From an optimization exercise on the open Yosys and OpenROAD flow, aimed at small area; shortcuts taken in it are not production practice. In this exercise RTL edits were held to simulation tests only and were not proved equivalent to the original. Power figures rest on the tool's default switching activity, not on a simulated workload. The flow treats the clock pin as an ideal source, which a real chip does not have.

==> design/flow/flow/area.abc <==
strash
&get -n
&st
&dc2
&dch
&nf -R 1000
&put
topo
==> design/flow/flow/my_synth.tcl <==
# The standard flow's synthesis (synth_recipe.tcl) with one change: the technology mapping
# step (abc) runs an area-oriented ABC script instead of ORFS's speed script.
# Everything before abc, including dfflibmap, is unchanged, so the registers
# keep the standard synthesis's names and cell types.
proc abc {args} {
  set i [lsearch -exact $args -script]
  if { $i >= 0 } {
    lset args [expr { $i + 1 }] $::env(MY_ABC_SCRIPT)
  }
  # drop the delay target: the script maps for area
  set j [lsearch -exact $args -D]
  if { $j >= 0 } {
    set args [lreplace $args $j [expr { $j + 1 }]]
  }
  yosys abc {*}$args
}
source $::env(FLOW_SYNTH_TCL)
==> design/flow/standard.sh <==
#!/bin/bash
# synth_recipe.tcl (not shown) runs the flow's synth.tcl, then flattens the netlist and writes it again
# the make line also repeats each setting of config.mk as NAME=value (left out here)
make -C /OpenROAD-flow-scripts/flow DESIGN_CONFIG=/design/flow/config.mk WORK_HOME=/design/flow/orfs CLKGATE_MAP_FILE= SYNTH_SCRIPT=/design/flow/synth_recipe.tcl "${@:-finish}"
==> design/flow/config.mk <==
export PLATFORM = sky130hd
export DESIGN_NAME = packet_data
export DESIGN_NICKNAME = packet_data
export VERILOG_FILES = /design/flow/design.v
export SDC_FILE = /design/flow/constraint.sdc
export NUM_CORES = 4
export LEC_CHECK = 0
export CAP_MARGIN = 20
export CORE_MARGIN = 2
export CORE_UTILIZATION = 45
export PLACE_DENSITY = 0.6
export SLEW_MARGIN = 20
==> design/flow/design.v <==
`timescale 1ns / 1ps
module packet_data #(
    parameter data_width = 8,
    parameter depth = 64
)(
    input wire clk,
    input wire rst,
    input wire [data_width-1:0] s_axis_data,
    input wire s_axis_valid,
    output reg s_axis_ready,
    input wire s_axis_last,
    input wire [data_width + data_width-1 :0] packet_config,
    output reg [data_width-1 : 0] m_axis_data,
    output reg m_axis_valid,
    input wire m_axis_ready,
    output reg m_axis_last,
    output  full,
    output  empty
);
    reg [7:0] mem_1 [0:63];
    reg [7:0] mem_2 [0:62];
    reg       mem_3 [0:63];
    reg [6:0] wr_ptr;    
    reg [5:0] wr_ptr2;   
    reg [7:0] rd_ptr;
    reg [6:0] hwm1;      
    reg [5:0] hwm2;      
    assign full  = wr_ptr[6];
    assign empty = (wr_ptr == 7'd0);
    wire [7:0] k   = packet_config[15:8];
    wire [7:0] len = packet_config[7:0];
    always @(posedge clk) begin
        if (rst) s_axis_ready <= 1'b0;
        else     s_axis_ready <= 1'b1;
    end
    wire wr   = s_axis_valid & s_axis_ready & ~full;
    wire [8:0] dlk = {1'b0, len} - {1'b0, k};
    wire tail = !dlk[8] && (dlk != 9'd0) && ({2'b0, wr_ptr} >= dlk);
    wire wr2  = wr & tail;
    always @(posedge clk) begin
        if (wr) begin
            mem_1[wr_ptr[5:0]] <= s_axis_data;
            mem_3[wr_ptr[5:0]] <= s_axis_last;
        end
        if (wr2)
            mem_2[wr_ptr2] <= s_axis_data;
    end
    always @(posedge clk or posedge rst) begin
        if (rst) begin
            wr_ptr  <= 7'd0;
            wr_ptr2 <= 6'd0;
            hwm1    <= 7'd0;
            hwm2    <= 6'd0;
        end else begin
            if (wr) begin
                if (wr_ptr == hwm1) hwm1 <= hwm1 + 7'd1;
                if (tail) begin
                    wr_ptr2 <= wr_ptr2 + 6'd1;
                    if (wr_ptr2 == hwm2) hwm2 <= hwm2 + 6'd1;
                end else begin
                    wr_ptr2 <= 6'd0;
                end
                wr_ptr <= wr_ptr + 7'd1;
            end
            if (s_axis_last)
                wr_ptr <= 7'd0;
        end
    end
    wire v1 = ({1'b0, rd_ptr} < {2'b0, hwm1});
    wire v2 = ({1'b0, rd_ptr} < {3'b0, hwm2});
    wire [5:0] ra = rd_ptr[5:0];
    reg [7:0] or_1, or_2, g_1, g_2;
    reg       or_3, g_3;
    integer i, j;
    always @* begin
        or_1 = 8'd0; or_2 = 8'd0; or_3 = 1'b0;
        for (i = 0; i < 8; i = i + 1) begin
            g_1 = 8'd0; g_2 = 8'd0; g_3 = 1'b0;
            for (j = 0; j < 8; j = j + 1) begin
                if (ra[2:0] == j) begin
                    g_1 = g_1 | mem_1[i*8+j];
                    g_3 = g_3 | mem_3[i*8+j];
                    if (i*8+j < 63) g_2 = g_2 | mem_2[i*8+j];
                end
            end
            if (ra[5:3] == i) begin
                or_1 = or_1 | g_1; or_2 = or_2 | g_2; or_3 = or_3 | g_3;
            end
        end
    end
    wire [7:0] rd_1 = v1 ? or_1 : 8'd0;
    wire [7:0] rd_2 = v2 ? or_2 : 8'd0;
    wire       rd_3 = v1 & or_3;
    wire [8:0] rd_inc = {1'b0, rd_ptr} + 9'd1;
    wire       hit    = (rd_inc == {1'b0, len});
    always @(posedge clk or posedge rst) begin
        if (rst) begin
            m_axis_data  <= 8'd0;
            m_axis_valid <= 1'b0;
            m_axis_last  <= 1'b0;
            rd_ptr       <= 8'd0;
        end else if (m_axis_ready && !empty) begin
            m_axis_last  <= rd_3;
            m_axis_valid <= hit;
            m_axis_data  <= hit ? rd_1 + rd_2 : 8'd0;
            rd_ptr       <= hit ? 8'd0 : rd_inc[7:0];
        end
    end
endmodule
==> design/flow/constraint.sdc <==
create_clock -name core_clock -period 6.5 [get_ports {clk}]
set_input_delay 1.3000 -clock core_clock [delete_from_list [all_inputs] [get_ports {clk}]]
set_output_delay 1.3000 -clock core_clock [all_outputs]
set_load 0.01 [all_outputs]
==> design/flow/flow/run.sh <==
#!/bin/bash
# The standard layout (standard.sh) with these changes:
#  - synthesis: the same script, but its abc step maps with an area-oriented
#    ABC script (flow/area.abc); see flow/my_synth.tcl. Registers are mapped
#    before abc, so they keep the standard synthesis's names and cell types.
#  - CTS: no dummy balancing loads, leaf clusters sized for clkbuf_16.
#  - port buffers: sky130_fd_sc_hd__buf_1.
# make's output goes to flow.log; each ORFS step logs under orfs/logs/.
set -euo pipefail
HERE=$(pwd)
export MY_ABC_SCRIPT=$HERE/flow/area.abc
export FLOW_SYNTH_TCL=$HERE/synth_recipe.tcl
export CTS_ARGS="-sink_clustering_enable -repair_clock_nets -dont_use_dummy_load -buf_list sky130_fd_sc_hd__clkbuf_16 -sink_clustering_size 22 -sink_clustering_max_diameter 110"
export BUFFER_PORTS_ARGS="-buffer_cell sky130_fd_sc_hd__buf_1"
sed "s#SYNTH_SCRIPT=[^ ]*#SYNTH_SCRIPT=$HERE/flow/my_synth.tcl#" standard.sh > my_standard.sh
bash my_standard.sh > flow.log 2>&1
==> results of run 1 <==
per-layer routing:
| metal | GRT usage (%) | share of wire (%) | wire length (um) |
|---|---|---|---|
| met5 | 0 | 0.011 | 13 |
| met4 | 6.84 | 2.8 | 3230 |
| met3 | 4.69 | 12 | 13400 |
| met2 | 36.9 | 45 | 52600 |
| met1 | 35.9 | 40 | 47100 |
path summary, 6_finish.rpt:
| check | startpoint | depth (start not counted) | slack, ns | to |
|---|---|---|---|---|
| min in group asynchronous | rst | 3 | 0.79 | wr_ptr[4] |
| min reg2reg | hwm1[4] | 1 | 0.50 | hwm1[4] |
| min | hwm1[4] | 1 | 0.50 | hwm1[4] |
| max | rd_ptr[2] | 17 | 1.29 | m_axis_data[7] |
| max in group asynchronous | rst | 3 | 5.23 | m_axis_data[2] |
| max reg2reg | rd_ptr[2] | 17 | 1.29 | m_axis_data[7] |
synth_stat cells, drive strengths merged (2+ instances only):
library cell / count / area (um^2)
a2111oi: 3 / 26.3
a211oi: 4 / 30.0
a21boi: 13 / 97.6
a21o: 8 / 60.1
a21oi: 24 / 120
a221oi: 2 / 17.5
a222oi: 265 / 2650
a22o: 7 / 61.3
a22oi: 140 / 1050
a31oi: 130 / 813
a41oi: 2 / 17.5
and2: 3 / 18.8
and3: 9 / 56.3
clkinv: 47 / 176
dfrtp: 44 / 1100
edfxtp: 1080 / 32400
fa: 2 / 40.0
ha: 44 / 551
nand2: 57 / 214
nand2b: 3 / 18.8
nand3: 22 / 110
nand3b: 2 / 15.0
nand4: 5 / 31.3
nor2: 153 / 574
nor2b: 8 / 50.1
nor3: 11 / 55.1
nor4: 29 / 181
o21ai: 21 / 105
o21bai: 4 / 30.0
o22ai: 10 / 62.6
o31ai: 2 / 15.0
o41ai: 2 / 17.5
or2: 11 / 68.8
or3: 6 / 37.5
or3b: 2 / 17.5
or4: 3 / 22.5
xnor2: 25 / 219
xor2: 9 / 78.8
cell type report:
| type | instances | area (um^2) |
|---|---|---|
| clock buffers | 57 | 1430 |
| fillers | 7425 | 46300 |
| inverters | 47 | 176 |
| multi-input cells | 1048 | 7690 |
| flip-flops and latches | 1125 | 33600 |
| well taps | 1186 | 1480 |
| repair buffers | 104 | 708 |
power by group through the flow:
stage	combinational, mW	clock [mW]	sequential, mW
final	3.54	3.67	8.01
after global routing	3.75	3.93	8.01
after CTS	3.49	3.71	8.01
after detailed placement	3.48	0	8.17
after global placement	3.43	0	8.17
after floorplan	2.04	0	8.15
sequential cells by signal, indices dropped and copies added, names as in the netlist:
register      flops
wr_ptr2           6
mem_1           512
s_axis_ready      1
mem_2           504
m_axis_valid      1
hwm1              7
mem_3            64
wr_ptr            7
m_axis_data       8
m_axis_last       1
hwm2              6
rd_ptr            8
cells by family after synthesis:
group,count (synthesis),synth area share (%)
DFF,1125,81.2
AOI/OAI and AO/OA,641,12.6
and+or+nand+nor,327,3.63
buffers and inverters,47,0.427
adders and majority gates,46,1.43
xor gates and xnor gates,34,0.720
critical path, stage by stage (launching register included):
cell      delay, ns
dfrtp_1        0.76
clkinv_1       0.24
ha_4           0.39
a222oi_1       0.55
a31oi_1        0.22
or4_1          0.51
o41ai_1        0.70
clkinv_1       0.17
ha_1           0.33
a21o_1         0.18
a21oi_1        0.22
o21bai_1       0.10
a21oi_1        0.24
o21bai_1       0.10
a21oi_1        0.18
nand2_1        0.07
nand2_1        0.06
o21ai_0        0.08
per-stage QoR:
step,total power [mW],cell area (um^2),hold WS [ns],worst slack (ns)
after CTS,15.2,45000,0.500,1.26
after global routing,15.7,45000,0.541,0.991
after floorplan,10.2,41300,0.454,0.0909
after global placement,11.6,43600,0.470,0.834
after detailed placement,11.6,43600,0.483,0.827
final,15.2,45000,0.500,1.29
==> summary.txt, run 1 <==
Status - complete, no violations
Non-Filler Instances - 3567
Placed cells - 3508
Post-Syn Instances - 2220
Vias per cell - 6.79
Initial antenna violation count - 4
Setup bufs post-CTS - 0
Die height - 307 um
TritonCTS clock tree - built
Port Buffer Count - 41
Largest net degree at the start of global routing - 84
GPL Wtd Cong - 0.894
Row cnt - 111
Clk sinks - 1125
Clock slew at reported path FFs - 0.09 ns
Cell variety after synth - 46
Core Util, Final - 49.3%
Ys flop type - edfxtp_1
Post_cts resized - 0
First-pass DRT Iterations - 8
Final nets - 2458
#FFs+latches synth - 1125
Layout cell share with drive strength beyond 1 - 5.96%
GRT Total Usage - 24.3%
Leakage - 13.4 nW
Register area share after synthesis - 81.2%
Final clock skew - 0.0744 ns
Diodes inserted - 0
Most frequent cells in the layout - 1080 x edfxtp_1, 265 x a222oi_1, 152 x nor2_1
Synth Area per Inst - 18.6 um^2
WP data arrival - 5.75 ns
Area grow syn2layout - 8.97%
Yosys warnings - 1
Core ar. - 91400 um^2
Mapped Area - 41300 um^2
First-pass GRT wire length - 166000 um
Kind of critical path - flop to flop
Worst-Skew Late Latency - 0.66 ns
Root buf cell - clkbuf_16
Achievable Freq - 192 MHz
Gr ovfl total - 0
EDFF count, synth - 1080
Maximum fanout along the worst path - 38
DIE AREA - 94300 um^2
Post-DRT Antenna Nets - 0
Worst-margin pin slew - 1.17 ns
Setup crit start kind - flop
Worst path required time - 7.04 ns
Vias in the first global route - 23.2k
Final setup violation count - 0
Switching Share - 29.7%
Commonest non-fill, non-tap cell in the layout - edfxtp_1
DP HPWL - 70200 um
Sequential Power Share - 52.6%
Worst Hold Class - flop to flop
PD cells - 338 nW/um^2
Final period util - 80.2%
Cts hold-fix bufs - 0
Starting DRT DRC Count - 4766
I/O Pins - 42
H-tree levels - 2
Fin. max-slew vios - 0
VDD IR max - 0.000214 V
Synth Net Count - 2295
Relative slew slack - 21.6%
P_int - 10.7 mW
Clk pwr share - 24.1%
Worst setup EP type - flop
RSZ-0062 raised after global routing - no
Via Count - 24.2k
Switching power total - 4.52 mW
Final routed DRC violation total - 0
Num CTS Buffers - 57
Final hold violation count - 0
Setup TNS - 0 ns
Final WL - 116000 um
Comb power frac - 23.3%
Asr flop ratio synth - 3.91%
CTS Buffer Depth - 3
Max-Cap Viols - 0
Min Clock Period, post-route - 5.21 ns
Initial Utilization - 45.2%
Die W - 307 um
WL per Instance - 32.6 um
==> run 2, diff against run 1 <==
--- a/design/flow/flow/run.sh
+++ b/design/flow/flow/run.sh
@@ -10,7 +10,7 @@
 HERE=$(pwd)
 export MY_ABC_SCRIPT=$HERE/flow/area.abc
 export FLOW_SYNTH_TCL=$HERE/synth_recipe.tcl
-export CTS_ARGS="-sink_clustering_enable -repair_clock_nets -dont_use_dummy_load -buf_list sky130_fd_sc_hd__clkbuf_16 -sink_clustering_size 22 -sink_clustering_max_diameter 110"
+export CTS_ARGS="-sink_clustering_enable -repair_clock_nets -dont_use_dummy_load -buf_list sky130_fd_sc_hd__clkbuf_16 -sink_clustering_size 32 -sink_clustering_max_diameter 80"
 export BUFFER_PORTS_ARGS="-buffer_cell sky130_fd_sc_hd__buf_1"
 sed "s#SYNTH_SCRIPT=[^ ]*#SYNTH_SCRIPT=$HERE/flow/my_synth.tcl#" standard.sh > my_standard.sh
 bash my_standard.sh > flow.log 2>&1
==> run 2 against run 1 <==
  * Still clean
  * Via count is 0.97% lower
  * Combinational power hardly changed
  * Fmax is 1.6% higher
  * Critical endpoint unchanged
  * Highest routed layer unchanged
==> summary.txt, run 2 <==
Sequential Power Share - 54.1% (was 52.6%)
Switching power total - 4.44 mW (was 4.52 mW)
Via Count - 24.0k (was 24.2k)
Min Clock Period, post-route - 5.13 ns (was 5.21 ns)
Area grow syn2layout - 8.16% (was 8.97%)
Die W - 307 um (unchanged)
GPL Wtd Cong - 0.894 (unchanged)
Post-Syn Instances - 2220 (unchanged)
Ys flop type - edfxtp_1 (unchanged)
Asr flop ratio synth - 3.91% (unchanged)
Worst setup EP type - flop (unchanged)
Initial Utilization - 45.2% (unchanged)
Largest net degree at the start of global routing - 84 (unchanged)
First-pass GRT wire length - 166000 um (about the same)
Slowest CP cell - dfrtp_1 (unchanged)
Leakage - 13.2 nW (was 13.4 nW)
VDD IR max - 0.000189 V (was 0.000214 V)
Fin. max-slew vios - 0 (unchanged)
Final setup violation count - 0 (unchanged)
Worst Hold Class - flop to flop (unchanged)
Yosys warnings - 1 (unchanged)
Commonest non-fill, non-tap cell in the layout - edfxtp_1 (unchanged)
Layout cell share with drive strength beyond 1 - 5.41% (was 5.96%)
GRT Total Usage - 24.2% (was 24.3%)
Vias in the first global route - 23.1k (was 23.2k)
Synth Area per Inst - 18.6 um^2 (unchanged)
Final period util - 79.0% (was 80.2%)
Final routed DRC violation total - 0 (unchanged)
Diodes inserted - 0 (unchanged)
Mapped Area - 41300 um^2 (unchanged)
Most frequent cells in the layout - 1080 x edfxtp_1, 265 x a222oi_1, 152 x nor2_1 (unchanged)
Critical path's most frequent cell - a21oi_1 (unchanged)
Placed cells - 3508 (unchanged)
DIE AREA - 94300 um^2 (unchanged)
Setup crit start kind - flop (unchanged)
Core ar. - 91400 um^2 (unchanged)
Final WL - 116000 um (about the same)
Clock slew at reported path FFs - 0.10 ns (was 0.09 ns)
Crit-path cells - clkinv_1 -> ha_4 -> a222oi_1 -> a31oi_1 -> or4_1 -> o41ai_1 -> clkinv_1 -> ha_1 -> a21o_1 -> a21oi_1 -> o21bai_1 -> a21oi_1 -> o21bai_1 -> a21oi_1 -> nand2_1 -> nand2_1 -> o21ai_0 (unchanged)
Vias per cell - 6.75 (was 6.79)
WP data arrival - 5.65 ns (was 5.75 ns)
Max FFs per register - 512 (unchanged)
Maximum fanout along the worst path - 38 (unchanged)
I/O Pins - 42 (unchanged)
Worst-Skew Late Latency - 0.63 ns (was 0.66 ns)
H-tree levels - 2 (unchanged)
Achievable Freq - 195 MHz (was 192 MHz)
Num CTS Buffers - 44 (was 57)
WL per Instance - 32.7 um (was 32.6 um)
Worst-margin pin slew - 1.15 ns (was 1.17 ns)
P_int - 10.4 mW (was 10.7 mW)
Gr ovfl total - 0 (unchanged)
Core Util, Final - 48.9% (was 49.3%)
Worst path required time - 7.02 ns (was 7.04 ns)
Initial antenna violation count - 7 (was 4)
Synth Net Count - 2295 (unchanged)
PD cells - 331 nW/um^2 (was 338 nW/um^2)
Filler Cell Count - 7452 (was 7425)
Port Buffer Count - 41 (unchanged)
EDFF count, synth - 1080 (unchanged)
First-pass DRT Iterations - 12 (was 8)
Area leader, netlist - edfxtp_1 (unchanged)
Starting DRT DRC Count - 5122 (was 4766)
Setup TNS - 0 ns (unchanged)
Post-DRT Antenna Nets - 0 (unchanged)
DP HPWL - 70200 um (unchanged)
Synth area leaders - edfxtp_1 78%, a222oi_1 6.4%, dfrtp_1 2.7% (unchanged)
Row cnt - 111 (unchanged)
TritonCTS clock tree - built (unchanged)
RSZ-0062 raised after global routing - no (unchanged)
Final nets - 2444 (was 2458)
Max-Cap Viols - 0 (unchanged)
Hold_ws - 0.499 ns (was 0.500 ns)
Largest stage delay, worst path - 0.75 ns (was 0.76 ns)
Final clock skew - 0.0754 ns (was 0.0744 ns)
Switching Share - 30.0% (was 29.7%)
Final hold violation count - 0 (unchanged)
#FFs+latches synth - 1125 (unchanged)
Kind of critical path - flop to flop (unchanged)
Register area share after synthesis - 81.2% (unchanged)
Die height - 307 um (unchanged)
Most frequent cell after synthesis - edfxtp_1 (unchanged)
Status - complete, no violations (unchanged)
Relative slew slack - 23.1% (was 21.6%)
Post_cts resized - 0 (unchanged)
CTS Buffer Depth - 3 (unchanged)
Top cells by count, synth - 1080 x edfxtp_1, 265 x a222oi_1, 153 x nor2_1 (unchanged)
Root buf cell - clkbuf_16 (unchanged)
Clk pwr share - 22.0% (was 24.1%)
Cts hold-fix bufs - 0 (unchanged)
Cell variety after synth - 46 (unchanged)
Synth top area share - 78.5% (unchanged)
Non-Filler Instances - 3553 (was 3567)
Setup bufs post-CTS - 0 (unchanged)
Comb power frac - 23.9% (was 23.3%)
Clk sinks - 1125 (unchanged)
-- run 2: cell types whose count changed in the layout (fill, tap and decap cells not counted), sizes merged --
cell,change
buf,-1
clkbuf,-13
-- run 2: worst paths after layout --
path                            from  cells after the start        endpoint  slack (ns)
max                        rd_ptr[2]                     17  m_axis_data[7]        1.37
min reg2reg                  hwm1[4]                      1         hwm1[4]        0.50
min in group asynchronous        rst                      3  m_axis_data[2]        0.84
max in group asynchronous        rst                      3       rd_ptr[4]        5.19
min                          hwm1[4]                      1         hwm1[4]        0.50
max reg2reg                rd_ptr[2]                     17  m_axis_data[7]        1.37
-- run 2: critical path, delay by kind of cell (launching register included) --
family / cells / cell delay, ns
adder cells (fa/ha/maj): 2 / 0.72
flip-flops: 1 / 0.75
AND/OR/NAND/NOR: 3 / 0.63
buffers and inverters: 2 / 0.41
AO/OA/AOI/OAI: 10 / 2.53
-- run 2: stage by stage --
stage	setup slack, ns	power [mW]	area, um^2
2_1_floorplan	0.0909	10.2	41300
3_3_place_gp	0.834	11.6	43600
3_5_place_dp	0.827	11.6	43600
4_1_cts	1.33	14.8	44700
5_1_grt	1.02	15.3	44700
6_report	1.37	14.8	44700
-- run 2: layout make-up --
class / count / area [um^2] / area share, %
timing repair buffer: 103 / 701 / 1.57
inverter: 47 / 176 / 0.395
sequential: 1125 / 33600 / 75.0
tap: 1186 / 1480 / 3.32
clock buffer: 44 / 1100 / 2.46
multi-input combinational: 1048 / 7690 / 17.2
-- run 2: per-layer routing --
metal / wire length, um / part of all wire (%) / vias to the layer above / track usage [%]
met5: 41 / 0.035 / - / 0
li1: - / - / 9987 / -
met1: 47100 / 41 / 12300 / 35.8
met4: 3340 / 2.9 / 6 / 6.82
met3: 13100 / 11 / 200 / 4.89
met2: 52500 / 45 / 1542 / 36.6
-- run 2: power by group through the flow --
stage	Clock, mW	Sequential [mW]	Combinational (mW)
after floorplan	0	8.15	2.04
after global placement	0	8.17	3.43
after detailed placement	0	8.17	3.48
after CTS	3.30	8.01	3.49
after global routing	3.51	8.01	3.75
final	3.27	8.01	3.54
-- run 2: logic make-up (layout without fill, tap and decap cells) --
family / after synthesis / count (layout) / share of synthesized area [%]
flops: 1125 / 1125 / 81.2
compound gates: 641 / 641 / 12.6
simple gates: 327 / 327 / 3.63
buf+inv: 47 / 194 / 0.427
fa+ha+maj: 46 / 46 / 1.43
xor+xnor: 34 / 34 / 0.720
==> run 3, diff against run 2 <==
--- a/design/flow/flow/run.sh
+++ b/design/flow/flow/run.sh
@@ -10,7 +10,7 @@
 HERE=$(pwd)
 export MY_ABC_SCRIPT=$HERE/flow/area.abc
 export FLOW_SYNTH_TCL=$HERE/synth_recipe.tcl
-export CTS_ARGS="-sink_clustering_enable -repair_clock_nets -dont_use_dummy_load -buf_list sky130_fd_sc_hd__clkbuf_16 -sink_clustering_size 32 -sink_clustering_max_diameter 80"
+export CTS_ARGS="-sink_clustering_enable -repair_clock_nets -dont_use_dummy_load -buf_list sky130_fd_sc_hd__clkbuf_16 -sink_clustering_size 34 -sink_clustering_max_diameter 90"
 export BUFFER_PORTS_ARGS="-buffer_cell sky130_fd_sc_hd__buf_1"
 sed "s#SYNTH_SCRIPT=[^ ]*#SYNTH_SCRIPT=$HERE/flow/my_synth.tcl#" standard.sh > my_standard.sh
 bash my_standard.sh > flow.log 2>&1
--- a/design/flow/config.mk
+++ b/design/flow/config.mk
@@ -7,6 +7,6 @@
 export LEC_CHECK = 0
 export CAP_MARGIN = 20
 export CORE_MARGIN = 2
-export CORE_UTILIZATION = 45
-export PLACE_DENSITY = 0.6
+export CORE_UTILIZATION = 60
+export PLACE_DENSITY = 0.72
 export SLEW_MARGIN = 20
==> run 3 against run 2 <==
  * Sequential cell count stayed put
  * Largest cell class unchanged
  * Critical path type unchanged
  * Cell area decreased by 1.2%
  * Worst setup slack lost 0.41 ns
  * Largest power group unchanged
  * First-iteration DRC count is 3.7% higher
  * Highest routed layer unchanged
==> summary.txt, run 3 <==
Gr ovfl total - 0 (unchanged)
Min Clock Period, post-route - 5.54 ns (was 5.13 ns)
Status - complete, no violations (unchanged)
Worst Hold Class - flop to flop (unchanged)
Starting DRT DRC Count - 5314 (was 5122)
Post-Syn Instances - 2220 (unchanged)
Die height - 266 um (was 307 um)
Post_cts resized - 0 (unchanged)
Initial Utilization - 60.5% (was 45.2%)
Root buf cell - clkbuf_16 (unchanged)
Relative slew slack - 25.6% (was 23.1%)
Final routed DRC violation total - 0 (unchanged)
Register area share after synthesis - 81.2% (unchanged)
Num CTS Buffers - 39 (was 44)
Max-Cap Viols - 0 (unchanged)
Largest net degree at the start of global routing - 97 (was 84)
RSZ-0062 raised after global routing - no (unchanged)
Crit-path cells - clkinv_1 -> ha_4 -> a222oi_1 -> a31oi_1 -> or4_1 -> o41ai_1 -> clkinv_1 -> ha_1 -> a21o_1 -> a21oi_1 -> o21bai_1 -> a21oi_1 -> o21bai_1 -> a21oi_1 -> nand2_1 -> nand2_1 -> o21ai_0 (unchanged)
Worst path required time - 7.00 ns (was 7.02 ns)
Mapped Area - 41300 um^2 (unchanged)
Area leader, netlist - edfxtp_1 (unchanged)
Post-DRT Antenna Nets - 0 (unchanged)
Row cnt - 96 (was 111)
PD cells - 329 nW/um^2 (was 331 nW/um^2)
Slowest CP cell - o41ai_1 (was dfrtp_1)
WL per Instance - 33.6 um (was 32.7 um)
Max FFs per register - 512 (unchanged)
Maximum fanout along the worst path - 41 (was 38)
Synth Net Count - 2295 (unchanged)
Design Power - 14.5 mW (was 14.8 mW)
I/O Pins - 42 (unchanged)
CP delay by family, top - compound AO/OA/AOI/OAI gates (unchanged)
Most frequent cell after synthesis - edfxtp_1 (unchanged)
Setup bufs post-CTS - 0 (unchanged)
Core ar. - 68300 um^2 (was 91400 um^2)
EDFF count, synth - 1080 (unchanged)
Setup TNS - 0 ns (unchanged)
Setup crit start kind - flop (unchanged)
GPL Wtd Cong - 0.954 (was 0.894)
DIE AREA - 71000 um^2 (was 94300 um^2)
Vias in the first global route - 22.6k (was 23.1k)
Final WL - 109000 um (was 116000 um)
Final period util - 85.2% (was 79.0%)
Grt met3 use - 7.93% (was 4.89%)
Layout cell share with drive strength beyond 1 - 4.84% (was 5.41%)
Final nets - 2432 (was 2444)
Die W - 266 um (was 307 um)
Final critical-path setup slack - 0.960 ns (was 1.37 ns)
WP data arrival - 6.04 ns (was 5.65 ns)
Post-Layout Inst Area - 44200 um^2 (was 44700 um^2)
Via Count - 24.1k (was 24.0k)
Final clock skew - 0.0544 ns (was 0.0754 ns)
Ys flop type - edfxtp_1 (unchanged)
Achievable Freq - 181 MHz (was 195 MHz)
Area grow syn2layout - 6.88% (was 8.16%)
Hold Crit Start - hwm1[4] (unchanged)
H-tree levels - 2 (unchanged)
First-pass DRT Iterations - 10 (was 12)
#FFs+latches synth - 1125 (unchanged)
Fin. max-slew vios - 0 (unchanged)
Final hold violation count - 0 (unchanged)
Most frequent cells in the layout - 1080 x edfxtp_1, 265 x a222oi_1, 153 x nor2_1 (was 1080 x edfxtp_1, 265 x a222oi_1, 152 x nor2_1)
Top Usage Layer GRT - met2 (unchanged)
Commonest non-fill, non-tap cell in the layout - edfxtp_1 (unchanged)
Yosys warnings - 1 (unchanged)
CTS Buffer Depth - 3 (unchanged)
Worst setup EP type - flop (unchanged)
Synth top area share - 78.5% (unchanged)
TritonCTS clock tree - built (unchanged)
Port Buffer Count - 41 (unchanged)
Critical path's most frequent cell - a21oi_1 (unchanged)
Asr flop ratio synth - 3.91% (unchanged)
Final setup violation count - 0 (unchanged)
Cts hold-fix bufs - 0 (unchanged)
Clock slew at reported path FFs - 0.11 ns (was 0.10 ns)
DP HPWL - 65900 um (was 70200 um)
WP buf/inv - 2 (unchanged)
Crit. Startpoint - rd_ptr[2] (unchanged)
Worst-margin pin slew - 1.12 ns (was 1.15 ns)
First-pass GRT wire length - 157000 um (was 166000 um)
Met1 Usage GRT - 45.7% (was 35.8%)
Kind of critical path - flop to flop (unchanged)
Reg-to-Reg Start - rd_ptr[2] (unchanged)
Global routing usage on met2 - 46.1% (was 36.6%)
GRT Total Usage - 30.7% (was 24.2%)
Largest stage delay, worst path - 0.79 ns (was 0.75 ns)
Worst-Skew Late Latency - 0.64 ns (was 0.63 ns)
Setup WS pre-CTS - 0.528 ns (was 0.827 ns)
Initial antenna violation count - 4 (was 7)
Top cells by count, synth - 1080 x edfxtp_1, 265 x a222oi_1, 153 x nor2_1 (unchanged)
Area after DPL - 43200 um^2 (was 43600 um^2)
VDD IR max - 0.000212 V (was 0.000189 V)
Synth Area per Inst - 18.6 um^2 (unchanged)
Leakage - 13.1 nW (was 13.2 nW)
Cell variety after synth - 46 (unchanged)
Clk sinks - 1125 (unchanged)
Synth area leaders - edfxtp_1 78%, a222oi_1 6.4%, dfrtp_1 2.7% (unchanged)
Vias per cell - 7.45 (was 6.75)
[run 3: final cells by class]
type	count	area, um^2
Inverter	47	178
Multi-Input combinational cell	1048	7670
Antenna cell	3	7.51
Clock buffer	39	976
Fill cell	4510	24200
Tap cell	882	1100
Timing Repair Buffer	96	686
Sequential cell	1125	33600
[run 3: where the power goes]
group / internal (mW) / total [mW] / switching (mW)
Combinational: 1.19 / 3.47 / 2.28
Sequential: 7.95 / 8.01 / 0.0572
Clock: 1.10 / 3.04 / 1.95
Total: 10.2 / 14.5 / 4.29
[run 3: per-stage QoR]
step	cells	hold WS [ns]	utilization, %
finish	3240	0.501	64.6
global route	3237	0.531	64.6
detailed placement	3198	0.472	63.2
CTS	3237	0.493	64.6
global placement	3197	0.468	63.2
floorplan	2220	0.454	-
[run 3: cell families (layout without fill, tap and decap cells)]
| kind of cell | after synthesis | in the layout | share of synthesized area (%) |
|---|---|---|---|
| flops | 1125 | 1125 | 81.2 |
| compound gates | 641 | 641 | 12.6 |
| simple gates | 327 | 327 | 3.63 |
| buf+inv | 47 | 182 | 0.427 |
| fa+ha+maj | 46 | 46 | 1.43 |
| xor+xnor | 34 | 34 | 0.720 |
| other cells | 0 | 3 | 0 |
[run 3: routing by layer]
metal / wire (um) / up-vias
met1: 40600 / 12100
met4: 2520 / 2
met2: 49800 / 1954
met5: 13 / -
li1: - / 9956
met3: 15800 / 179
[run 3: final timing paths]
path,to,slack [ns],depth (start not counted)
max in group asynchronous,rd_ptr[6],5.09,2
worst max-delay path,m_axis_data[7],0.96,17
worst min-delay path,hwm1[4],0.50,1
worst max register to register,m_axis_data[7],0.96,17
worst min register to register,hwm1[4],0.50,1
min in group asynchronous,wr_ptr[4],0.81,2
==> run 4, diff against run 3 <==
--- a/design/flow/flow/run.sh
+++ b/design/flow/flow/run.sh
@@ -10,7 +10,7 @@
 HERE=$(pwd)
 export MY_ABC_SCRIPT=$HERE/flow/area.abc
 export FLOW_SYNTH_TCL=$HERE/synth_recipe.tcl
-export CTS_ARGS="-sink_clustering_enable -repair_clock_nets -dont_use_dummy_load -buf_list sky130_fd_sc_hd__clkbuf_16 -sink_clustering_size 34 -sink_clustering_max_diameter 90"
+export CTS_ARGS="-sink_clustering_enable -repair_clock_nets -dont_use_dummy_load -buf_list sky130_fd_sc_hd__clkbuf_16 -sink_clustering_size 32 -sink_clustering_max_diameter 100"
 export BUFFER_PORTS_ARGS="-buffer_cell sky130_fd_sc_hd__buf_1"
 sed "s#SYNTH_SCRIPT=[^ ]*#SYNTH_SCRIPT=$HERE/flow/my_synth.tcl#" standard.sh > my_standard.sh
 bash my_standard.sh > flow.log 2>&1
==> design/flow/flow/area.abc (replaced) <==
strash
dc2
dch
amap -m
topo
--- a/design/flow/config.mk
+++ b/design/flow/config.mk
@@ -7,6 +7,6 @@
 export LEC_CHECK = 0
 export CAP_MARGIN = 20
 export CORE_MARGIN = 2
-export CORE_UTILIZATION = 60
-export PLACE_DENSITY = 0.72
+export CORE_UTILIZATION = 45
+export PLACE_DENSITY = 0.6
 export SLEW_MARGIN = 20
==> run 4 against run 3 <==
  * First-iteration DRC count shrank 9.3%
  * Via count is 1.3% higher
  * Sequential cell count unchanged
  * Utilization fell by 16 points
  * Worst setup slack got worse by 0.32 ns
  * Power rose by 4.5%
  * Critical path depth up 3
  * Register-to-register slack got worse by 0.32 ns
  * Clock skew fell by 0.0016 ns
  * Combinational power increased by 16%
  * Critical path type unchanged
  * Critical endpoint unchanged
  * Largest cell class unchanged
==> summary.txt, run 4 <==
Initial antenna violation count - 2 (was 4)
DIE AREA - 94100 um^2 (was 71000 um^2)
Layout cell share with drive strength beyond 1 - 6.08% (was 4.84%)
Post-Syn Instances - 2237 (was 2220)
Asr flop ratio synth - 3.91% (unchanged)
Register area share after synthesis - 81.3% (was 81.2%)
Final period util - 90.2% (was 85.2%)
Final hold violation count - 0 (unchanged)
GRT Total Usage - 24.4% (was 30.7%)
Final nets - 2480 (was 2432)
Yosys warnings - 1 (unchanged)
Worst-margin pin slew - 1.21 ns (was 1.12 ns)
Initial Utilization - 45.2% (was 60.5%)
Root buf cell - clkbuf_16 (unchanged)
WL per Instance - 32.4 um (was 33.6 um)
Post-DRT Antenna Nets - 0 (unchanged)
Cell variety after synth - 40 (was 46)
Final setup violation count - 0 (unchanged)
Largest net degree at the start of global routing - 87 (was 97)
VDD IR max - 0.000246 V (was 0.000212 V)
Setup crit start kind - flop (unchanged)
Commonest non-fill, non-tap cell in the layout - edfxtp_1 (unchanged)
Most frequent cells in the layout - 1080 x edfxtp_1, 266 x a222oi_1, 155 x nor2_1 (was 1080 x edfxtp_1, 265 x a222oi_1, 153 x nor2_1)
Synth top area share - 78.6% (was 78.5%)
Post_cts resized - 0 (unchanged)
Port Buffer Count - 41 (unchanged)
Leakage - 13.2 nW (was 13.1 nW)
Worst path required time - 7.01 ns (was 7.00 ns)
PD cells - 339 nW/um^2 (was 329 nW/um^2)
Ys flop type - edfxtp_1 (unchanged)
RSZ-0062 raised after global routing - no (unchanged)
Core ar. - 91200 um^2 (was 68300 um^2)
GPL Wtd Cong - 0.890 (was 0.954)
First-pass GRT wire length - 167000 um (was 157000 um)
Diodes inserted - 0 (was 3)
Die height - 307 um (was 266 um)
#FFs+latches synth - 1125 (unchanged)
Core Util, Final - 49.1% (was 64.6%)
Min Clock Period, post-route - 5.86 ns (was 5.54 ns)
Final routed DRC violation total - 0 (unchanged)
Worst Hold Class - flop to flop (unchanged)
Area leader, netlist - edfxtp_1 (unchanged)
Worst-Skew Late Latency - 0.63 ns (was 0.64 ns)
Setup bufs post-CTS - 0 (unchanged)
Kind of critical path - flop to flop (unchanged)
Die W - 307 um (was 266 um)
H-tree levels - 2 (unchanged)
Final critical-path setup slack - 0.636 ns (was 0.960 ns)
Starting DRT DRC Count - 4821 (was 5314)
Cts hold-fix bufs - 0 (unchanged)
Area grow syn2layout - 8.64% (was 6.88%)
Gr ovfl total - 0 (unchanged)
WP data arrival - 6.38 ns (was 6.04 ns)
Achievable Freq - 171 MHz (was 181 MHz)
Clock slew at reported path FFs - 0.12 ns (was 0.11 ns)
Setup TNS - 0 ns (unchanged)
Maximum fanout along the worst path - 52 (was 41)
Max FFs per register - 512 (unchanged)
Largest stage delay, worst path - 0.91 ns (was 0.79 ns)
TritonCTS clock tree - built (unchanged)
Most frequent cell after synthesis - edfxtp_1 (unchanged)
Num CTS Buffers - 41 (was 39)
Final WL - 116000 um (was 109000 um)
Final clock skew - 0.0528 ns (was 0.0544 ns)
Critical path's most frequent cell - a21oi_1 (unchanged)
Status - complete, no violations (unchanged)
Synth Area per Inst - 18.4 um^2 (was 18.6 um^2)
Setup WS pre-CTS - 0.243 ns (was 0.528 ns)
Crit-path cells - clkinv_1 -> ha_4 -> buf_4 -> a222oi_1 -> a31oi_1 -> a2111oi_0 -> a21oi_1 -> ha_1 -> a21oi_1 -> o21bai_1 -> nand2_1 -> clkinv_1 -> o21a_1 -> or2_0 -> a21oi_1 -> o21bai_1 -> o21ai_0 -> nor2_1 -> a21oi_1 -> o21ai_0 (was clkinv_1 -> ha_4 -> a222oi_1 -> a31oi_1 -> or4_1 -> o41ai_1 -> clkinv_1 -> ha_1 -> a21o_1 -> a21oi_1 -> o21bai_1 -> a21oi_1 -> o21bai_1 -> a21oi_1 -> nand2_1 -> nand2_1 -> o21ai_0)
Synth area leaders - edfxtp_1 79%, a222oi_1 6.5%, dfrtp_1 2.7% (was edfxtp_1 78%, a222oi_1 6.4%, dfrtp_1 2.7%)
Vias in the first global route - 23.5k (was 22.6k)
Slowest CP cell - a2111oi_0 (was o41ai_1)
Max-Cap Viols - 0 (unchanged)
Top cells by count, synth - 1080 x edfxtp_1, 266 x a222oi_1, 162 x nor2_1 (was 1080 x edfxtp_1, 265 x a222oi_1, 153 x nor2_1)
Worst setup EP type - flop (unchanged)
Via Count - 24.5k (was 24.1k)
Synth Net Count - 2312 (was 2295)
Vias per cell - 6.82 (was 7.45)
Relative slew slack - 19.4% (was 25.6%)
CTS Buffer Depth - 3 (unchanged)
EDFF count, synth - 1080 (unchanged)
Fin. max-slew vios - 0 (unchanged)
Clk sinks - 1125 (unchanged)
DP HPWL - 71200 um (was 65900 um)
Row cnt - 111 (was 96)
First-pass DRT Iterations - 14 (was 10)
I/O Pins - 42 (unchanged)
Mapped Area - 41200 um^2 (was 41300 um^2)
==> run 4: cell count changes after synthesis, moves of 7 or more <==
cell and change:
nand3_1 +16, o21a_1 +21, a22o_1 -7, or2_0 -7
o22ai_1 +9, nor2_1 +9, clkinv_1 +27, nand4_1 +8
nand2_1 -11, a21boi_0 -13, a21oi_1 +13, xor2_1 -9
xnor2_1 -23
==> run 4: kinds of logic after synthesis <==
| group | share of synthesized area, % |
|---|---|
| AO/OA/AOI/OAI | 13.1 |
| flip-flops | 81.3 |
| XOR/XNOR | 0.0425 |
| adder cells (fa/ha/maj) | 1.43 |
| buffers and inverters | 0.673 |
| AND/OR/NAND/NOR | 3.41 |
==> run 4: layout make-up <==
cell class | instances | area [um^2]
repair buffers | 125 | 978
multi-input cells | 1038 | 7500
flip-flops and latches | 1125 | 33600
clock buffers | 41 | 1030
well taps | 1186 | 1480
inverters | 74 | 278
fillers | 7309 | 46400
==> run 4: stage by stage <==
step | total power, mW | hold slack (ns) | instances | instance area, um^2
final | 15.2 | 0.516 | 3589 | 44800
after global routing | 15.7 | 0.535 | 3589 | 44800
after CTS | 15.1 | 0.517 | 3589 | 44800
after detailed placement | 12.1 | 0.499 | 3548 | 43800
after global placement | 12.1 | 0.467 | 3548 | 43800
after floorplan | 10.2 | 0.469 | 2237 | 41300
==> run 4: worst max-delay path, delay by kind of cell, from the launching register on <==
family / cells / cell delay, ns
AOI/OAI and AO/OA: 12 / 2.82
adders and majority gates: 2 / 0.95
buffers and inverters: 3 / 0.88
DFF: 1 / 0.67
and+or+nand+nor: 3 / 0.38
==> run 4: power by group <==
part           internal (mW)  switching, mW  total, mW
clock network           1.15           2.01       3.15
registers               7.96         0.0593       8.02
logic                   1.30           2.71       4.01
==> run 4: final timing paths <==
check	from	to	slack, ns	depth (start not counted)
min in group asynchronous	rst	wr_ptr2[1]	0.81	3
max reg2reg	rd_ptr[2]	m_axis_data[7]	0.64	20
min	hwm2[4]	hwm2[4]	0.52	1
max	rd_ptr[2]	m_axis_data[7]	0.64	20
max in group asynchronous	rst	wr_ptr[4]	5.20	3
min reg2reg	hwm2[4]	hwm2[4]	0.52	1
==> run 4: routing by layer <==
metal	wire [um]	global-route usage (%)	vias up
met2	52700	37.2	1674
met3	13300	4.63	152
met5	24	0	-
met1	47600	36.6	12500
met4	2530	5.43	4
li1	-	-	10100
==> run 5, diff against run 4 <==
==> design/flow/flow/area.abc (replaced) <==
strash
&get -n
&st
&dc2
&dch
&nf -R 1000
&put
topo
==> run 5 against run 4 <==
  * Sequential share of layout area grew 0.31 points
  * Routed wire length shrank 0.18%
  * Critical path type unchanged
  * Sequential power is essentially flat
  * Global-route usage shrank 0.21 points
  * Utilization shrank 0.27 points
  * Die area grew 0.20%
  * Critical endpoint unchanged
  * Area after synthesis grew 0.20%
  * Largest power group unchanged
  * Hold slack lost 0.013 ns
  * Highest routed layer unchanged
  * Clock power is essentially flat
  * Still clean on timing, DRC and antenna
==> summary.txt, run 5 <==
R2R cell count - 18 (was 20)
Ys flop type - edfxtp_1 (unchanged)
First-pass DRT Iterations - 10 (was 14)
I/O Pins - 42 (unchanged)
Yosys warnings - 1 (unchanged)
Die height - 307 um (about the same)
Max Used Layer - met5 (unchanged)
Cell variety after synth - 46 (was 40)
TritonCTS clock tree - built (unchanged)
PD cells - 330 nW/um^2 (was 339 nW/um^2)
Fin. max-slew vios - 0 (unchanged)
Post-DRT Antenna Nets - 0 (unchanged)
Final hold violation count - 0 (unchanged)
Post_cts resized - 0 (unchanged)
Register area share after synthesis - 81.2% (was 81.3%)
Synth area leaders - edfxtp_1 78%, a222oi_1 6.4%, dfrtp_1 2.7% (was edfxtp_1 79%, a222oi_1 6.5%, dfrtp_1 2.7%)
Status - complete, no violations (unchanged)
Min Clock Period, post-route - 5.23 ns (was 5.86 ns)
Design Power - 14.7 mW (was 15.2 mW)
Worst Hold Class - flop to flop (unchanged)
Initial antenna violation count - 2 (unchanged)
Vias per cell - 6.80 (was 6.82)
Max-Cap Viols - 0 (unchanged)
Reg-to-Reg Start - rd_ptr[2] (unchanged)
Final period util - 80.4% (was 90.2%)
WL per Instance - 32.6 um (was 32.4 um)
Most frequent cell after synthesis - edfxtp_1 (unchanged)
Hold Path Depth - 1 (unchanged)
Via Count - 24.1k (was 24.5k)
Largest net degree at the start of global routing - 84 (was 87)
Placed cells - 3508 (was 3548)
Final nets - 2441 (was 2480)
Synth Area per Inst - 18.6 um^2 (was 18.4 um^2)
Hold Crit Start - hwm1[4] (was hwm2[4])
Diodes inserted - 0 (unchanged)
VDD IR max - 0.000220 V (was 0.000246 V)
Final setup violation count - 0 (unchanged)
R2r setup slk - 1.27 ns (was 0.64 ns)
Final clock skew - 0.0730 ns (was 0.0528 ns)
Post-Route M1 WL - 47100 um (was 47600 um)
Wire length on met3 - 13300 um (about the same)
Final WL - 116000 um (about the same)
Area grow syn2layout - 7.98% (was 8.64%)
Root buf cell - clkbuf_16 (unchanged)
Clk sinks - 1125 (unchanged)
CTS Buffer Depth - 3 (unchanged)
Worst-margin pin slew - 1.14 ns (was 1.21 ns)
Maximum fanout along the worst path - 38 (was 52)
Clock slew at reported path FFs - 0.12 ns (about the same)
Asr flop ratio synth - 3.91% (unchanged)
Post-Syn Instances - 2220 (was 2237)
RSZ-0062 raised after global routing - no (unchanged)
Hold Path End - hwm1[4] (was hwm2[4])
GRT Total Usage - 24.2% (was 24.4%)
Relative slew slack - 23.6% (was 19.4%)
GPL Wtd Cong - 0.894 (was 0.890)
Non-Filler Instances - 3550 (was 3589)
Gr ovfl total - 0 (unchanged)
Max FFs per register - 512 (unchanged)
R2R Path End - m_axis_data[7] (unchanged)
Area leader, netlist - edfxtp_1 (unchanged)
Leakage - 13.2 nW (about the same)
Achievable Freq - 191 MHz (was 171 MHz)
Core ar. - 91400 um^2 (was 91200 um^2)
H-tree levels - 2 (unchanged)
#FFs+latches synth - 1125 (unchanged)
Row cnt - 111 (unchanged)
Worst-Skew Late Latency - 0.63 ns (about the same)
Final routed DRC violation total - 0 (unchanged)
Layout cell share with drive strength beyond 1 - 5.29% (was 6.08%)
Commonest non-fill, non-tap cell in the layout - edfxtp_1 (unchanged)
Num CTS Buffers - 41 (unchanged)
Top cells by count, synth - 1080 x edfxtp_1, 265 x a222oi_1, 153 x nor2_1 (was 1080 x edfxtp_1, 266 x a222oi_1, 162 x nor2_1)
Worst setup EP type - flop (unchanged)
DIE AREA - 94300 um^2 (was 94100 um^2)
Vias in the first global route - 23.0k (was 23.5k)
Port Buffer Count - 41 (unchanged)
DP HPWL - 70200 um (was 71200 um)
Worst path required time - 7.01 ns (about the same)
WP data arrival - 5.74 ns (was 6.38 ns)
Kind of critical path - flop to flop (unchanged)
Initial Utilization - 45.2% (about the same)
Setup bufs post-CTS - 0 (unchanged)
WL met2 - 52500 um (was 52700 um)
Starting DRT DRC Count - 4953 (was 4821)
Die W - 307 um (about the same)
Cts hold-fix bufs - 0 (unchanged)
First-pass GRT wire length - 166000 um (was 167000 um)
Setup TNS - 0 ns (unchanged)
EDFF count, synth - 1080 (unchanged)
Synth Net Count - 2295 (was 2312)
Setup crit start kind - flop (unchanged)
Synth top area share - 78.5% (was 78.6%)
Most frequent cells in the layout - 1080 x edfxtp_1, 265 x a222oi_1, 152 x nor2_1 (was 1080 x edfxtp_1, 266 x a222oi_1, 155 x nor2_1)
Mapped Area - 41300 um^2 (was 41200 um^2)
## run 5: cell types whose count changed after synthesis, moves of 11 or more
cell	previous run	this run
a21boi_0	0	13
a21oi_1	37	24
nand2_1	46	57
xnor2_1	2	25
o21a_1	22	1
clkinv_1	74	47
nand3_1	38	22
## run 5: metrics by stage
stage	instance area [um^2]	utilization (%)	worst slack (ns)	hold WS (ns)
floorplan	41300	-	0.0909	0.454
global placement	43600	47.7	0.834	0.470
detailed placement	43600	47.7	0.827	0.483
CTS	44600	48.8	1.28	0.504
global route	44600	48.8	1.00	0.545
finish	44600	48.8	1.27	0.503
## run 5: area by class of cell
cell class / instances / area [um^2]
multi-input combinational: 1048 / 7690
tap: 1186 / 1480
inverter: 47 / 176
clock buffer: 41 / 1030
timing repair buffer: 103 / 701
sequential: 1125 / 33600
fill: 7457 / 46800
## run 5: worst max-delay path, stage by stage (launching register included)
cell	delay, ns
dfrtp_1	0.77
clkinv_1	0.24
ha_4	0.38
buf_4	0.29
a222oi_1	0.46
a31oi_1	0.24
or2_0	0.32
o41ai_1	0.68
clkinv_1	0.17
ha_1	0.33
a21o_1	0.18
a21oi_1	0.22
o21bai_1	0.10
a21oi_1	0.24
o21bai_1	0.10
a21oi_1	0.18
nand2_1	0.07
nand2_1	0.06
o21ai_0	0.08
## run 5: power breakdown
group          leakage [nW]  switching [mW]  total [mW]  internal (mW)
logic                  2.38            2.34        3.54           1.20
clock network         0.505            2.02        3.17           1.15
registers              10.3          0.0550        8.01           7.95
total                  13.2            4.41        14.7           10.3
## run 5: per-layer routing
layer | GRT usage (%) | vias to the layer above
met5 | 0 | -
met4 | 6.10 | 2
met3 | 4.61 | 187
met2 | 37.0 | 1618
met1 | 35.8 | 12400
li1 | - | 9975
## run 5: kinds of logic after synthesis
group / count (synthesis) / synth area share (%)
adder cells (fa/ha/maj): 46 / 1.43
AO/OA/AOI/OAI: 641 / 12.6
flip-flops: 1125 / 81.2
buffers and inverters: 47 / 0.427
AND/OR/NAND/NOR: 327 / 3.63
XOR/XNOR: 34 / 0.720
## run 5: how the worst max path moves through the flow
stage | start | end | slack [ns] | cells after the start
finish | rd_ptr[2] | m_axis_data[7] | 1.27 | 18
global route | rd_ptr[2] | m_axis_data[7] | 1.00 | 17
CTS | rd_ptr[2] | m_axis_data[7] | 1.28 | 18
detailed placement | packet_config[0] | mem_2[52][2] | 0.83 | 19
global placement | packet_config[0] | mem_2[54][3] | 0.83 | 19
floorplan | rd_ptr[0] | m_axis_data[6] | 0.09 | 17
==> run 6, diff against run 5 <==
--- a/design/flow/config.mk
+++ b/design/flow/config.mk
@@ -5,8 +5,8 @@
 export SDC_FILE = /design/flow/constraint.sdc
 export NUM_CORES = 4
 export LEC_CHECK = 0
-export CAP_MARGIN = 20
+export CAP_MARGIN = 10
 export CORE_MARGIN = 2
 export CORE_UTILIZATION = 45
 export PLACE_DENSITY = 0.6
-export SLEW_MARGIN = 20
+export SLEW_MARGIN = 10
==> run 6 against run 5 <==
  * Routed wire length fell by 0.26%
  * Critical path depth down 1
  * Sequential power about the same
==> summary.txt, run 6 <==
Design Power - 14.7 mW (about the same)
Setup crit start kind - flop (unchanged)
Clk pwr share - 21.5% (about the same)
Initial antenna violation count - 2 (unchanged)
Most frequent cells in the layout - 1080 x edfxtp_1, 265 x a222oi_1, 153 x nor2_1 (was 1080 x edfxtp_1, 265 x a222oi_1, 152 x nor2_1)
Row cnt - 111 (unchanged)
Starting DRT DRC Count - 4660 (was 4953)
GRT Total Usage - 24.2% (unchanged)
R2R cell count - 17 (was 18)
Final routed DRC violation total - 0 (unchanged)
DIE AREA - 94300 um^2 (unchanged)
Via Count - 24.0k (was 24.1k)
Setup bufs post-CTS - 0 (unchanged)
Sequential Power Share - 54.5% (was 54.4%)
Final period util - 79.4% (was 80.4%)
Synth Area per Inst - 18.6 um^2 (unchanged)
Final WL - 116000 um (about the same)
First-pass DRT Iterations - 10 (unchanged)
Setup WS pre-CTS - 0.827 ns (unchanged)
Worst-Skew Late Latency - 0.64 ns (was 0.63 ns)
P_int - 10.3 mW (about the same)
Post-DRT Antenna Nets - 0 (unchanged)
Synth Net Count - 2295 (unchanged)
CTS Buffer Depth - 3 (unchanged)
Synth top area share - 78.5% (unchanged)
WL per Instance - 32.6 um (about the same)
Vias per cell - 6.76 (was 6.80)
Initial Utilization - 45.2% (unchanged)
Area leader, netlist - edfxtp_1 (unchanged)
Final critical-path setup slack - 1.34 ns (was 1.27 ns)
Final hold violation count - 0 (unchanged)
Achievable Freq - 194 MHz (was 191 MHz)
Maximum fanout along the worst path - 38 (unchanged)
Min Clock Period, post-route - 5.16 ns (was 5.23 ns)
Largest net degree at the start of global routing - 84 (unchanged)
EDFF count, synth - 1080 (unchanged)
Switching power total - 4.40 mW (was 4.41 mW)
RSZ-0062 raised after global routing - no (unchanged)
Most frequent cell after synthesis - edfxtp_1 (unchanged)
GPL Wtd Cong - 0.894 (unchanged)
Post-Syn Instances - 2220 (unchanged)
Root buf cell - clkbuf_16 (unchanged)
Fin. max-slew vios - 0 (unchanged)
Switching Share - 29.9% (was 30.0%)
Worst Hold Class - flop to flop (unchanged)
Area grow syn2layout - 7.93% (was 7.98%)
Ys flop type - edfxtp_1 (unchanged)
Status - complete, no violations (unchanged)
I/O Pins - 42 (unchanged)
Commonest non-fill, non-tap cell in the layout - edfxtp_1 (unchanged)
Comb power frac - 24.0% (was 24.1%)
#FFs+latches synth - 1125 (unchanged)
Clock slew at reported path FFs - 0.12 ns (about the same)
PD cells - 329 nW/um^2 (was 330 nW/um^2)
Worst-margin pin slew - 1.26 ns (was 1.14 ns)
Area after DPL - 43600 um^2 (unchanged)
Num CTS Buffers - 41 (unchanged)
Cts hold-fix bufs - 0 (unchanged)
Post_cts resized - 0 (unchanged)
Register area share after synthesis - 81.2% (unchanged)
Layout cell share with drive strength beyond 1 - 5.21% (was 5.29%)
Post-Layout Inst Area - 44600 um^2 (about the same)
Cell variety after synth - 46 (unchanged)
Worst path required time - 7.01 ns (about the same)
Relative slew slack - 15.7% (was 23.6%)
Yosys warnings - 1 (unchanged)
Setup TNS - 0 ns (unchanged)
Synth area leaders - edfxtp_1 78%, a222oi_1 6.4%, dfrtp_1 2.7% (unchanged)
Max FFs per register - 512 (unchanged)
Gr ovfl total - 0 (unchanged)
Vias in the first global route - 23.0k (unchanged)
Mapped Area - 41300 um^2 (unchanged)
Kind of critical path - flop to flop (unchanged)
Die height - 307 um (unchanged)
Final setup violation count - 0 (unchanged)
TritonCTS clock tree - built (unchanged)
VDD IR max - 0.000217 V (was 0.000220 V)
Max-Cap Viols - 0 (unchanged)
Port Buffer Count - 41 (unchanged)
Diodes inserted - 0 (unchanged)
H-tree levels - 2 (unchanged)
Leakage - 13.2 nW (about the same)
Final nets - 2440 (was 2441)
Asr flop ratio synth - 3.91% (unchanged)
Hold Path Depth - 1 (unchanged)
Die W - 307 um (unchanged)
DP HPWL - 70200 um (unchanged)
Core Util, Final - 48.8% (about the same)
Clk sinks - 1125 (unchanged)
Core ar. - 91400 um^2 (unchanged)
Worst setup EP type - flop (unchanged)
First-pass GRT wire length - 166000 um (unchanged)
Final clock skew - 0.0754 ns (was 0.0730 ns)
Top cells by count, synth - 1080 x edfxtp_1, 265 x a222oi_1, 153 x nor2_1 (unchanged)
WP data arrival - 5.67 ns (was 5.74 ns)
[run 6: worst max-delay path: stages (launching register included)]
cell	delay [ns]
dfrtp_1	0.76
clkinv_1	0.24
ha_4	0.38
a222oi_1	0.51
a31oi_1	0.21
or4_1	0.50
o41ai_1	0.69
clkinv_1	0.17
ha_1	0.33
a21o_1	0.18
a21oi_1	0.22
o21bai_1	0.10
a21oi_1	0.24
o21bai_1	0.10
a21oi_1	0.18
nand2_1	0.07
nand2_1	0.06
o21ai_0	0.08
[run 6: worst paths after layout]
check	from	to	slack (ns)
min in group asynchronous	rst	wr_ptr[0]	0.82
max	rd_ptr[2]	m_axis_data[7]	1.34
min reg2reg	hwm1[4]	hwm1[4]	0.50
max in group asynchronous	rst	m_axis_data[7]	5.22
max reg2reg	rd_ptr[2]	m_axis_data[7]	1.34
min	hwm1[4]	hwm1[4]	0.50
[run 6: cell families (layout without fill, tap and decap cells)]
logic type / after synthesis / count (layout) / synth area share, %
flops: 1125 / 1125 / 81.2
compound gates: 641 / 641 / 12.6
simple gates: 327 / 327 / 3.63
buf+inv: 47 / 190 / 0.427
fa+ha+maj: 46 / 46 / 1.43
xor+xnor: 34 / 34 / 0.720
[run 6: final cells by class]
class                           instances  area, um^2
Timing Repair Buffer                  102         693
Tap cell                             1186        1480
Sequential cell                      1125       33600
Clock buffer                           41        1030
Fill cell                            7459       46800
Multi-Input combinational cell       1048        7680
Inverter                               47         176
[run 6: stage by stage]
step,instances,hold slack (ns)
2_1_floorplan,2220,0.454
3_3_place_gp,3508,0.470
3_5_place_dp,3508,0.483
4_1_cts,3549,0.504
5_1_grt,3549,0.545
6_report,3549,0.503
[run 6: power by group through the flow]
stage | sequential [mW] | clock, mW | combinational (mW)
6_report | 8.01 | 3.16 | 3.53
5_1_grt | 8.02 | 3.40 | 3.75
4_1_cts | 8.01 | 3.19 | 3.49
3_5_place_dp | 8.17 | 0 | 3.48
3_3_place_gp | 8.17 | 0 | 3.43
2_1_floorplan | 8.15 | 0 | 2.04
[run 6: routing by layer]
metal / share of wire, % / track usage [%] / vias to the layer above / routed length [um]
met5: 0.011 / 0 / - / 13
met4: 2.6 / 6.10 / 2 / 3040
met3: 12 / 4.61 / 172 / 13400
met2: 45 / 37.0 / 1611 / 52400
met1: 40 / 35.8 / 12200 / 46700
li1: - / - / 9971 / -
==> run 7, diff against run 6 <==
--- a/design/flow/flow/run.sh
+++ b/design/flow/flow/run.sh
@@ -5,6 +5,8 @@
 #    before abc, so they keep the standard synthesis's names and cell types.
 #  - CTS: no dummy balancing loads, leaf clusters sized for clkbuf_16.
 #  - port buffers: sky130_fd_sc_hd__buf_1.
+#  - no adder-cell mapping before abc (ADDER_MAP_FILE empty): abc maps the
+#    adders with the rest of the logic.
 # make's output goes to flow.log; each ORFS step logs under orfs/logs/.
 set -euo pipefail
 HERE=$(pwd)
@@ -13,4 +15,4 @@
 export CTS_ARGS="-sink_clustering_enable -repair_clock_nets -dont_use_dummy_load -buf_list sky130_fd_sc_hd__clkbuf_16 -sink_clustering_size 32 -sink_clustering_max_diameter 100"
 export BUFFER_PORTS_ARGS="-buffer_cell sky130_fd_sc_hd__buf_1"
 sed "s#SYNTH_SCRIPT=[^ ]*#SYNTH_SCRIPT=$HERE/flow/my_synth.tcl#" standard.sh > my_standard.sh
-bash my_standard.sh > flow.log 2>&1
+bash my_standard.sh ADDER_MAP_FILE= finish > flow.log 2>&1
--- a/design/flow/config.mk
+++ b/design/flow/config.mk
@@ -5,8 +5,8 @@
 export SDC_FILE = /design/flow/constraint.sdc
 export NUM_CORES = 4
 export LEC_CHECK = 0
-export CAP_MARGIN = 10
+export CAP_MARGIN = 20
 export CORE_MARGIN = 2
 export CORE_UTILIZATION = 45
 export PLACE_DENSITY = 0.6
-export SLEW_MARGIN = 10
+export SLEW_MARGIN = 20
==> run 7 against run 6 <==
  * Still clean on timing, DRC and antenna
  * Routed wire length rose by 2.9%
  * Clock skew fell by 0.030 ns
  * Register-to-register slack got worse by 0.26 ns
  * Synthesized cell count rose by 3.1%
  * Die area fell by 0.24%
==> summary.txt, run 7 <==
Status - complete, no violations (unchanged)
RSZ-0062 raised after global routing - no (unchanged)
TritonCTS clock tree - built (unchanged)
Worst Hold Class - flop to flop (unchanged)
Initial antenna violation count - 5 (was 2)
Synth area leaders - edfxtp_1 79%, a222oi_1 4.2%, a22oi_1 3.4% (was edfxtp_1 78%, a222oi_1 6.4%, dfrtp_1 2.7%)
Largest net degree at the start of global routing - 82 (was 84)
Die W - 307 um (about the same)
Row cnt - 111 (unchanged)
Final routed DRC violation total - 0 (unchanged)
Area grow syn2layout - 9.09% (was 7.93%)
Commonest non-fill, non-tap cell in the layout - edfxtp_1 (unchanged)
DP HPWL - 75000 um (was 70200 um)
Final hold violation count - 0 (unchanged)
Port Buffer Count - 41 (unchanged)
Synth top area share - 78.7% (was 78.5%)
Achievable Freq - 181 MHz (was 194 MHz)
Initial Utilization - 45.2% (about the same)
PD cells - 340 nW/um^2 (was 329 nW/um^2)
H-tree levels - 2 (unchanged)
Yosys warnings - 1 (unchanged)
Area after DPL - 43900 um^2 (was 43600 um^2)
GRT Total Usage - 24.9% (was 24.2%)
Most frequent cells in the layout - 1080 x edfxtp_1, 188 x a22oi_1, 172 x a222oi_1 (was 1080 x edfxtp_1, 265 x a222oi_1, 153 x nor2_1)
Core Util, Final - 49.3% (was 48.8%)
Post_cts resized - 0 (unchanged)
Kind of critical path - input port to flop (was flop to flop)
Worst setup EP type - flop (unchanged)
Design Power - 15.3 mW (was 14.7 mW)
Synth Net Count - 2317 (was 2295)
Core ar. - 91200 um^2 (was 91400 um^2)
Final nets - 2509 (was 2440)
Top Usage Layer GRT - met2 (unchanged)
Final setup violation count - 0 (unchanged)
Area of the multi-input gates - 7660 um^2 (was 7680 um^2)
Layout cell share with drive strength beyond 1 - 6.90% (was 5.21%)
I/O Pins - 42 (unchanged)
Root buf cell - clkbuf_16 (unchanged)
Gr ovfl total - 0 (unchanged)
Starting DRT DRC Count - 4012 (was 4660)
Max-Cap Viols - 0 (unchanged)
Ys flop type - edfxtp_1 (unchanged)
Worst-margin pin slew - 1.19 ns (was 1.26 ns)
Max FFs per register - 512 (unchanged)
Clock slew at reported path FFs - 0.12 ns (about the same)
First-pass DRT Iterations - 10 (unchanged)
Post-DRT Antenna Nets - 0 (unchanged)
Vias per cell - 6.62 (was 6.76)
Cell variety after synth - 48 (was 46)
Mapped Area - 41200 um^2 (was 41300 um^2)
Top cells by count, synth - 1080 x edfxtp_1, 188 x a22oi_1, 172 x a222oi_1 (was 1080 x edfxtp_1, 265 x a222oi_1, 153 x nor2_1)
Vias in the first global route - 23.5k (was 23.0k)
Most frequent cell after synthesis - edfxtp_1 (unchanged)
Die height - 307 um (about the same)
Setup TNS - 0 ns (unchanged)
Final WL - 119000 um (was 116000 um)
DIE AREA - 94100 um^2 (was 94300 um^2)
Clk sinks - 1125 (unchanged)
Non-Filler Instances - 3667 (was 3549)
Num CTS Buffers - 41 (unchanged)
Reg area - 33600 um^2 (unchanged)
Via Count - 24.3k (was 24.0k)
Asr flop ratio synth - 3.91% (unchanged)
Fin. max-slew vios - 0 (unchanged)
Post-Layout Inst Area - 45000 um^2 (was 44600 um^2)
Post-Syn Instances - 2288 (was 2220)
Cts hold-fix bufs - 0 (unchanged)
Relative slew slack - 20.6% (was 15.7%)
First-pass GRT wire length - 170000 um (was 166000 um)
VDD IR max - 0.000228 V (was 0.000217 V)
Final clock skew - 0.0450 ns (was 0.0754 ns)
Met1 Usage GRT - 35.0% (was 35.8%)
Setup bufs post-CTS - 0 (unchanged)
Final period util - 84.9% (was 79.4%)
Synth Area per Inst - 18.0 um^2 (was 18.6 um^2)
Filler Cell Count - 7478 (was 7459)
Grt met3 use - 3.85% (was 4.61%)
Maximum fanout along the worst path - 8 (was 38)
#FFs+latches synth - 1125 (unchanged)
Placed cells - 3621 (was 3508)
Min Clock Period, post-route - 5.52 ns (was 5.16 ns)
Worst-Skew Late Latency - 0.63 ns (was 0.64 ns)
EDFF count, synth - 1080 (unchanged)
CTS Buffer Depth - 3 (unchanged)
Leakage - 13.3 nW (was 13.2 nW)
Worst path required time - 6.75 ns (was 7.01 ns)
WL per Instance - 32.4 um (was 32.6 um)
GPL Wtd Cong - 0.905 (was 0.894)
WP data arrival - 5.76 ns (was 5.67 ns)
Register area share after synthesis - 81.4% (was 81.2%)
Setup crit start kind - input port (was flop)
Global routing usage on met2 - 40.1% (was 37.0%)
Area leader, netlist - edfxtp_1 (unchanged)
-- run 7: cell types whose count changed in the layout (fill, tap and decap cells not counted), moves of 14 or more --
| cell | previous run | this run |
|---|---|---|
| nor4_1 | 29 | 15 |
| clkinv_1 | 46 | 26 |
| buf_4 | 57 | 96 |
| a221oi_1 | 2 | 42 |
| a41oi_1 | 2 | 16 |
| a31oi_1 | 130 | 77 |
| nand2_1 | 57 | 89 |
| a22o_1 | 7 | 30 |
| nand3_1 | 22 | 55 |
| a22oi_1 | 140 | 188 |
| ha_1 | 42 | 0 |
| o22ai_1 | 10 | 26 |
| a21oi_1 | 24 | 58 |
| a222oi_1 | 265 | 172 |
-- run 7: critical path, cell delays in order --
cell and delay (ns):
buf_1 0.12, xnor2_1 0.28, a21oi_1 0.16, maj3_1 0.42, maj3_1 0.41, maj3_1 0.40, o21ai_0 0.08, a21boi_0 0.36
xnor2_1 0.22, a22oi_1 0.13, a21oi_1 0.18, nand4b_1 0.30, nor2_1 0.23, buf_4 0.16, nand3_1 0.34, nor2_1 0.66
-- run 7: logic make-up (layout without fill, tap and decap cells) --
group	after synthesis	in the layout	share of synthesized area, %
AOI/OAI and AO/OA	670	670	12.7
xor gates and xnor gates	45	45	0.956
adders and majority gates	8	8	0.194
buffers and inverters	27	217	0.246
DFF	1125	1125	81.4
other	0	3	0
and+or+nand+nor	413	413	4.54
-- run 7: path summary, 6_finish.rpt --
| check | from | endpoint | slack, ns | depth (start not counted) |
|---|---|---|---|---|
| setup / recovery | packet_config[1] | mem_2[48][7] | 0.98 | 16 |
| hold / removal | hwm1[5] | hwm1[5] | 0.49 | 1 |
| setup reg to reg | rd_ptr[2] | m_axis_data[7] | 1.08 | 17 |
| hold reg to reg | hwm1[5] | hwm1[5] | 0.49 | 1 |
| max in group asynchronous | rst | m_axis_data[6] | 5.12 | 3 |
| min in group asynchronous | rst | wr_ptr2[5] | 0.88 | 3 |
-- run 7: final cells by class --
class                   count  share of cell area (%)
diodes                      3                  0.0167
clock buffers              41                    2.28
inverters                  27                   0.225
multi-input cells        1136                    17.0
flip-flops and latches   1125                    74.6
well taps                1186                    3.30
repair buffers            149                    2.55
-- run 7: layer usage --
layer,vias to the layer above,routed length [um]
li1,10200,-
met1,12400,46300
met2,1507,56800
met3,185,11800
met4,0,4030
met5,-,0
-- run 7: where the power goes --
part,internal (mW),switching [mW]
Sequential,7.96,0.0753
Combinational,1.33,2.77
Clock,1.15,2.01
-- run 7: per-stage QoR --
| step | worst slack (ns) | hold WS (ns) |
|---|---|---|
| after floorplan | 0.696 | 0.454 |
| after global placement | 0.344 | 0.473 |
| after detailed placement | 0.360 | 0.475 |
| after CTS | 0.982 | 0.496 |
| after global routing | 0.544 | 0.518 |
| final | 0.983 | 0.490 |

what the ideal ports hide:
How much do the figures lean on ideal ports? The routed layouts below were timed once more, with nothing changed but the port constraints.
Step 1 (the two cells are an assumption about what drives the block):
set clk [get_ports {clk}]
set_driving_cell -lib_cell sky130_fd_sc_hd__clkbuf_16 $clk
set_driving_cell -lib_cell sky130_fd_sc_hd__buf_2 [delete_from_list [all_inputs] $clk]
Step 2 times the ports against the registers' clock, not the clock port: input delays grow and output delays shrink by t, the midpoint of the rising clock arrivals with the driver on.
Slacks: ideal ports / drivers / drivers and shift; pairs: ideal ports / drivers.
run | t (ns) | setup WS [ns] | latest minus earliest clock arrival (ns) | worst register clock-pin slew, ns
run 1 | 0.696 | 1.285 / 1.285 / 0.741 | 0.077 / 0.077 | 0.10 / 0.10
run 2 | 0.676 | 1.368 / 1.368 / 0.812 | 0.089 / 0.089 | 0.12 / 0.12
run 3 | 0.678 | 0.960 / 0.960 / 0.483 | 0.054 / 0.054 | 0.12 / 0.12
run 4 | 0.679 | 0.636 / 0.636 / 0.198 | 0.055 / 0.055 | 0.12 / 0.12
run 5 | 0.668 | 1.275 / 1.275 / 0.747 | 0.073 / 0.073 | 0.12 / 0.12
run 6 | 0.668 | 1.340 / 1.340 / 0.761 | 0.075 / 0.075 | 0.13 / 0.13
run 7 | 0.669 | 0.983 / 1.023 / 0.354 | 0.050 / 0.050 | 0.12 / 0.12
After both steps setup and hold are still met in every run listed. For run 7, which loses most, drivers alone change the setup slack by +0.040 ns; drivers and shift together by -0.629 ns.
